Source: an optimization exercise on an open RTL-to-GDS flow (aim: small area). Production flows keep margins and buffers that such runs may drop.
In this exercise RTL edits were held to simulation tests only and were not proved equivalent to the original.
Power figures rest on the tool's default switching activity, not on a simulated workload.

==> 11-13: inputs <==
==> flow/design.v <==
`timescale  1ns/1ps
module Regfile #(
   parameter  XLEN = 32
)(
   input              clk       ,
   input              resetz    ,
   input       [4:0]  rs1_addr  ,
   input       [4:0]  rs2_addr  ,
   input       [4:0]  rd_addr   ,
   input  [XLEN-1:0]  rd_wdata  ,
   output [XLEN-1:0]  rs1_data_o,
   output [XLEN-1:0]  rs2_data_o
);
reg              phase;
reg  [31:1]      valid;
wire [XLEN-1:0]  wdata_x = rd_wdata ^ {XLEN{phase}};
wire [31:1] we;
wire [31:1] we_n;
wire [31:1] sel1;
wire [31:1] sel2;
genvar k, b;
generate
   for (k = 1; k < 32; k = k + 1) begin : g_dec
      assign we[k]   = (rd_addr == k);
      assign we_n[k] = ~we[k];
      assign sel1[k] = (rs1_addr == k) & valid[k];
      assign sel2[k] = (rs2_addr == k) & valid[k];
   end
endgenerate
always @(posedge clk or negedge resetz) begin
   if (~resetz) begin
      phase <= 1'b0;
      valid <= 31'd0;
   end else begin
      phase <= ~phase;
      valid <= valid | we;
   end
end
wire [XLEN-1:0] q [1:31];
generate
   for (k = 1; k < 32; k = k + 1) begin : g_reg
      reg  [XLEN-1:0] r;
      wire [XLEN-1:0] d;
      for (b = 0; b < XLEN; b = b + 1) begin : g_bit
         rf_o22ai u_hold (
            .a1(we_n[k]), .a2(wdata_x[b]), .b1(we[k]), .b2(r[b]), .y(d[b])
         );
      end
      always @(posedge clk) r <= d;
      assign q[k] = r;
   end
endgenerate
wire ph1 = phase & (|sel1);
wire ph2 = phase & (|sel2);
generate
   for (b = 0; b < XLEN; b = b + 1) begin : g_rd
      wire [31:1] col;
      for (k = 1; k < 32; k = k + 1) begin : g_col
         assign col[k] = q[k][b];
      end
      rf_rdbit u_rd1 (.sel(sel1), .d(col), .ph(ph1), .y(rs1_data_o[b]));
      rf_rdbit u_rd2 (.sel(sel2), .d(col), .ph(ph2), .y(rs2_data_o[b]));
   end
endgenerate
endmodule
module rf_rdbit (
   input  [31:1] sel,
   input  [31:1] d,
   input         ph,
   output        y
);
wire [9:0] n;    
wire       t31n;
wire [2:0] m;    
wire       z;
genvar i;
generate
   for (i = 0; i < 10; i = i + 1) begin : g_l1
      rf_a222oi u (
         .a1(sel[3*i+1]), .a2(d[3*i+1]),
         .b1(sel[3*i+2]), .b2(d[3*i+2]),
         .c1(sel[3*i+3]), .c2(d[3*i+3]),
         .y(n[i])
      );
   end
endgenerate
rf_nand2 u_t31 (.a(sel[31]), .b(d[31]), .y(t31n));
rf_nand4 u_m0 (.a(n[0]), .b(n[1]), .c(n[2]), .d(n[3]), .y(m[0]));
rf_nand4 u_m1 (.a(n[4]), .b(n[5]), .c(n[6]), .d(n[7]), .y(m[1]));
rf_nand3 u_m2 (.a(n[8]), .b(n[9]), .c(t31n), .y(m[2]));
rf_nor3  u_z  (.a(m[0]), .b(m[1]), .c(m[2]), .y(z));
rf_xnor2 u_y  (.a(z), .b(ph), .y(y));
endmodule
module rf_o22ai (input a1, input a2, input b1, input b2, output y);
assign y = ~((a1 | a2) & (b1 | b2));
endmodule
module rf_a222oi (input a1, input a2, input b1, input b2, input c1, input c2,
                  output y);
assign y = ~((a1 & a2) | (b1 & b2) | (c1 & c2));
endmodule
module rf_nand2 (input a, input b, output y);
assign y = ~(a & b);
endmodule
module rf_nand3 (input a, input b, input c, output y);
assign y = ~(a & b & c);
endmodule
module rf_nand4 (input a, input b, input c, input d, output y);
assign y = ~(a & b & c & d);
endmodule
module rf_nor3 (input a, input b, input c, output y);
assign y = ~(a | b | c);
endmodule
module rf_xnor2 (input a, input b, output y);
assign y = ~(a ^ b);
endmodule
==> flow/run.sh <==
#!/bin/bash
# synth_recipe.tcl (not shown) runs the flow's synth.tcl, then flattens the netlist and writes it again
# the make line also repeats each setting of config.mk as NAME=value (left out here)
make -C /OpenROAD-flow-scripts/flow DESIGN_CONFIG=/design/flow/config.mk WORK_HOME=/design/flow/orfs CLKGATE_MAP_FILE= SYNTH_SCRIPT=/design/flow/synth_recipe.tcl finish
==> flow/config.mk <==
export PLATFORM = sky130hd
export DESIGN_NAME = Regfile
export DESIGN_NICKNAME = Regfile
export VERILOG_FILES = /design/flow/design.v
export SDC_FILE = /design/flow/constraint.sdc
export NUM_CORES = 4
export LEC_CHECK = 0
export CAP_MARGIN = 20
export CORE_MARGIN = 2
export CORE_UTILIZATION = 40
export SETUP_SLACK_MARGIN = 0.2
export SLEW_MARGIN = 20
export SYNTH_HIERARCHICAL = 1
==> flow/constraint.sdc <==
create_clock -name core_clock -period 6.0 [get_ports {clk}]
set_input_delay 1.2000 -clock core_clock [delete_from_list [all_inputs] [get_ports {clk}]]
set_output_delay 1.2000 -clock core_clock [all_outputs]
set_load 0.01 [all_outputs]
==> 09-12 (differences from 11-13) <==
==> flow/design.v, changed modules only <==
module rf_rdbit (
   input  [31:1] sel,
   input  [31:1] d,
   input         ph,
   output        y
);
wire [9:0] n;    
wire       t31n;
wire [2:0] m;    
wire       z;
genvar i;
generate
   for (i = 0; i < 10; i = i + 1) begin : g_l1
      rf_a222oi u (
         .a1(sel[3*i+1]), .a2(d[3*i+1]),
         .b1(sel[3*i+2]), .b2(d[3*i+2]),
         .c1(sel[3*i+3]), .c2(d[3*i+3]),
         .y(n[i])
      );
   end
endgenerate
rf_nand2 u_t31 (.a(sel[31]), .b(d[31]), .y(t31n));
rf_nand4 u_m0 (.a(n[0]), .b(n[1]), .c(n[2]), .d(n[3]), .y(m[0]));
rf_nand4 u_m1 (.a(n[4]), .b(n[5]), .c(n[6]), .d(n[7]), .y(m[1]));
rf_nand3 u_m2 (.a(n[8]), .b(n[9]), .c(t31n), .y(m[2]));
rf_or3   u_z  (.a(m[0]), .b(m[1]), .c(m[2]), .y(z));
rf_xor2  u_y  (.a(z), .b(ph), .y(y));
endmodule
module rf_or3 (input a, input b, input c, output y);
assign y = a | b | c;
endmodule
module rf_xor2 (input a, input b, output y);
assign y = a ^ b;
endmodule
// module rf_nor3 removed
// module rf_xnor2 removed
==> flow/flow/run.sh (new file) <==
#!/bin/bash
# The standard flow, with three changes to how the layout is made:
# - the port buffers are buf_2 cells rather than the delay cells ORFS picks;
# - CTS uses clkbuf_8 and inserts no dummy loads;
# The full output of make goes to flow_make.log in this folder (ORFS keeps each
# step's own log under orfs/logs).
set -euo pipefail
bash standard.sh \
  BUFFER_PORTS_ARGS="-buffer_cell sky130_fd_sc_hd__buf_2" \
  CTS_ARGS="-sink_clustering_enable -repair_clock_nets -dont_use_dummy_load -buf_list sky130_fd_sc_hd__clkbuf_8" \
  finish > flow_make.log 2>&1
==> flow/standard.sh (new file) <==
#!/bin/bash
# synth_recipe.tcl (not shown) runs the flow's synth.tcl, then flattens the netlist and writes it again
# the make line also repeats each setting of config.mk as NAME=value (left out here)
make -C /OpenROAD-flow-scripts/flow DESIGN_CONFIG=/design/flow/config.mk WORK_HOME=/design/flow/orfs CLKGATE_MAP_FILE= SYNTH_SCRIPT=/design/flow/synth_recipe.tcl "${@:-finish}"
CORE_UTILIZATION = 60   (was 40)
PLACE_DENSITY = 0.72   (was not set)
SETUP_SLACK_MARGIN = 0.05   (was 0.2)
removed: flow/run.sh
==> 03-10 (differences from 11-13) <==
==> flow/design.v, changed modules only <==
module rf_rdbit (
   input  [31:1] sel,
   input  [31:1] d,
   input         ph,
   output        y
);
wire [9:0] n;    
wire       t31n;
wire [2:0] m;    
wire       z;
genvar i;
generate
   for (i = 0; i < 10; i = i + 1) begin : g_l1
      rf_a222oi u (
         .a1(sel[3*i+1]), .a2(d[3*i+1]),
         .b1(sel[3*i+2]), .b2(d[3*i+2]),
         .c1(sel[3*i+3]), .c2(d[3*i+3]),
         .y(n[i])
      );
   end
endgenerate
rf_nand2 u_t31 (.a(sel[31]), .b(d[31]), .y(t31n));
rf_nand4 u_m0 (.a(n[0]), .b(n[1]), .c(n[2]), .d(n[3]), .y(m[0]));
rf_nand4 u_m1 (.a(n[4]), .b(n[5]), .c(n[6]), .d(n[7]), .y(m[1]));
rf_nand3 u_m2 (.a(n[8]), .b(n[9]), .c(t31n), .y(m[2]));
rf_or3   u_z  (.a(m[0]), .b(m[1]), .c(m[2]), .y(z));
rf_xor2  u_y  (.a(z), .b(ph), .y(y));
endmodule
module rf_or3 (input a, input b, input c, output y);
assign y = a | b | c;
endmodule
module rf_xor2 (input a, input b, output y);
assign y = a ^ b;
endmodule
// module rf_nor3 removed
// module rf_xnor2 removed
==> flow/flow/run.sh (new file) <==
#!/bin/bash
# The standard flow (bash standard.sh), with two changes to how the layout is
# made:
# - the port buffers are buf_1 cells rather than the delay cells ORFS picks
#   (the resizer still upsizes them where timing needs it);
# - CTS builds its tree from clkbuf_8 with clusters of at most 14 sinks
#   and 60 um, and inserts no dummy loads.
# The full output of make goes to flow_make.log in this folder; ORFS keeps
# each step's own log under orfs/logs.
set -euo pipefail
bash standard.sh \
  BUFFER_PORTS_ARGS="-buffer_cell sky130_fd_sc_hd__buf_1" \
  CTS_ARGS="-sink_clustering_enable -repair_clock_nets -dont_use_dummy_load -buf_list sky130_fd_sc_hd__clkbuf_8 -sink_clustering_size 14 -sink_clustering_max_diameter 60" \
  finish > flow_make.log 2>&1
==> flow/standard.sh (new file) <==
#!/bin/bash
# synth_recipe.tcl (not shown) runs the flow's synth.tcl, then flattens the netlist and writes it again
# the make line also repeats each setting of config.mk as NAME=value (left out here)
make -C /OpenROAD-flow-scripts/flow DESIGN_CONFIG=/design/flow/config.mk WORK_HOME=/design/flow/orfs CLKGATE_MAP_FILE= SYNTH_SCRIPT=/design/flow/synth_recipe.tcl "${@:-finish}"
CAP_MARGIN = 5   (was 20)
CORE_UTILIZATION = 55   (was 40)
PLACE_DENSITY = 0.68   (was not set)
SETUP_SLACK_MARGIN = 0.05   (was 0.2)
SLEW_MARGIN = 5   (was 20)
removed: flow/run.sh
==> results.txt <==
- Clock skew: 11-13 < 03-10 < 09-12.
- In 11-13 the global-route usage is lower than in 03-10, by 13 points.
- Sequential power is about the same in 03-10 and 11-13.
- 11-13 completed without violations. 09-12 passed the timing, DRC and antenna checks. 03-10 completed, yet does not pass: capacitance limit, slew limit.
- The highest core utilization belongs to 09-12, the lowest to 11-13.
- Non-clock buffer count: 09-12 < 03-10 < 11-13.
- Hold slack, lowest first: 09-12, 11-13, 03-10.
- In synthesized cell count, 09-12 and 11-13 do not differ.
==> figures <==
Wire length of the first global-routing pass: 09-12 261.1 mm; 03-10 265.7 mm; 11-13 268.9 mm
Initial antenna violation count: 09-12 17; 03-10 17; 11-13 6
Routability congestion estimate from global placement: 09-12 0.9718; 03-10 0.9741; 11-13 0.9495
Leakage power: 09-12 0.01629 uW; 03-10 0.01552 uW; 11-13 0.01751 uW
Internal power of the cells: 09-12 12280 uW; 03-10 11140 uW; 11-13 14580 uW
WHS Endpoint: 09-12 g_reg[20].r[15]$_DFF_P_; 03-10 g_reg[29].r[16]$_DFF_P_; 11-13 g_reg[14].r[12]$_DFF_P_
Number of global-route vias before repair: 09-12 40570; 03-10 40050; 11-13 37740
Critical path launch point: 09-12 rs1_addr[0]; 03-10 rs1_addr[2]; 11-13 rs1_addr[3]
Status: 09-12 no timing/DRC/antenna violations; 03-10 complete, but fails checks; 11-13 no timing/DRC/antenna violations
Layout check failures: 09-12 -; 03-10 capacitance limit, slew limit; 11-13 -
Met2 wirelength from detailed routing: 09-12 70.70 mm; 03-10 73.89 mm; 11-13 77.76 mm
Met3 WL: 09-12 35.52 mm; 03-10 33.15 mm; 11-13 31.25 mm
Count of max-cap constraint violations: 09-12 0; 03-10 1; 11-13 0
Multi-Input Combinational: 09-12 2269; 03-10 2269; 11-13 2272
Fin crit period: 09-12 5668 ps; 03-10 5809 ps; 11-13 5803 ps
Power Total: 09-12 17950 uW; 03-10 16590 uW; 11-13 20740 uW

afterwards: timing with drivers on the ports:
Ports are ideal in the flow. The routed layouts listed here were re-timed in OpenROAD. Step 1, drivers: a clkbuf_16 drives clk and a buf_2 each remaining input, both assumed. Step 2, shift: input delay + t, output delay - t, t = (earliest + latest rising clock arrival at the registers) / 2. This alone moves slack from input paths to output paths. Slacks: ideal ports / drivers / drivers and shift; pairs: ideal ports / drivers.
run | t, ns | slack for setup (ns) | worst hold slack (ns) | latest minus earliest clock arrival (ns) | slew at the worst register clock pin (ns)
11-13 | 0.770 | 0.197 / 0.174 / 0.174 | 0.474 / 0.474 / 0.474 | 0.042 / 0.041 | 0.07 / 0.07
09-12 | 0.870 | 0.332 / 0.225 / 0.225 | 0.473 / 0.473 / 0.473 | 0.083 / 0.082 | 0.07 / 0.07
03-10 | 0.803 | 0.191 / 0.059 / 0.059 | 0.476 / 0.476 / 0.476 | 0.064 / 0.065 | 0.10 / 0.10
The setup slack of 03-10, which loses most, moves by -0.132 ns with the drivers and by -0.132 ns with both steps.
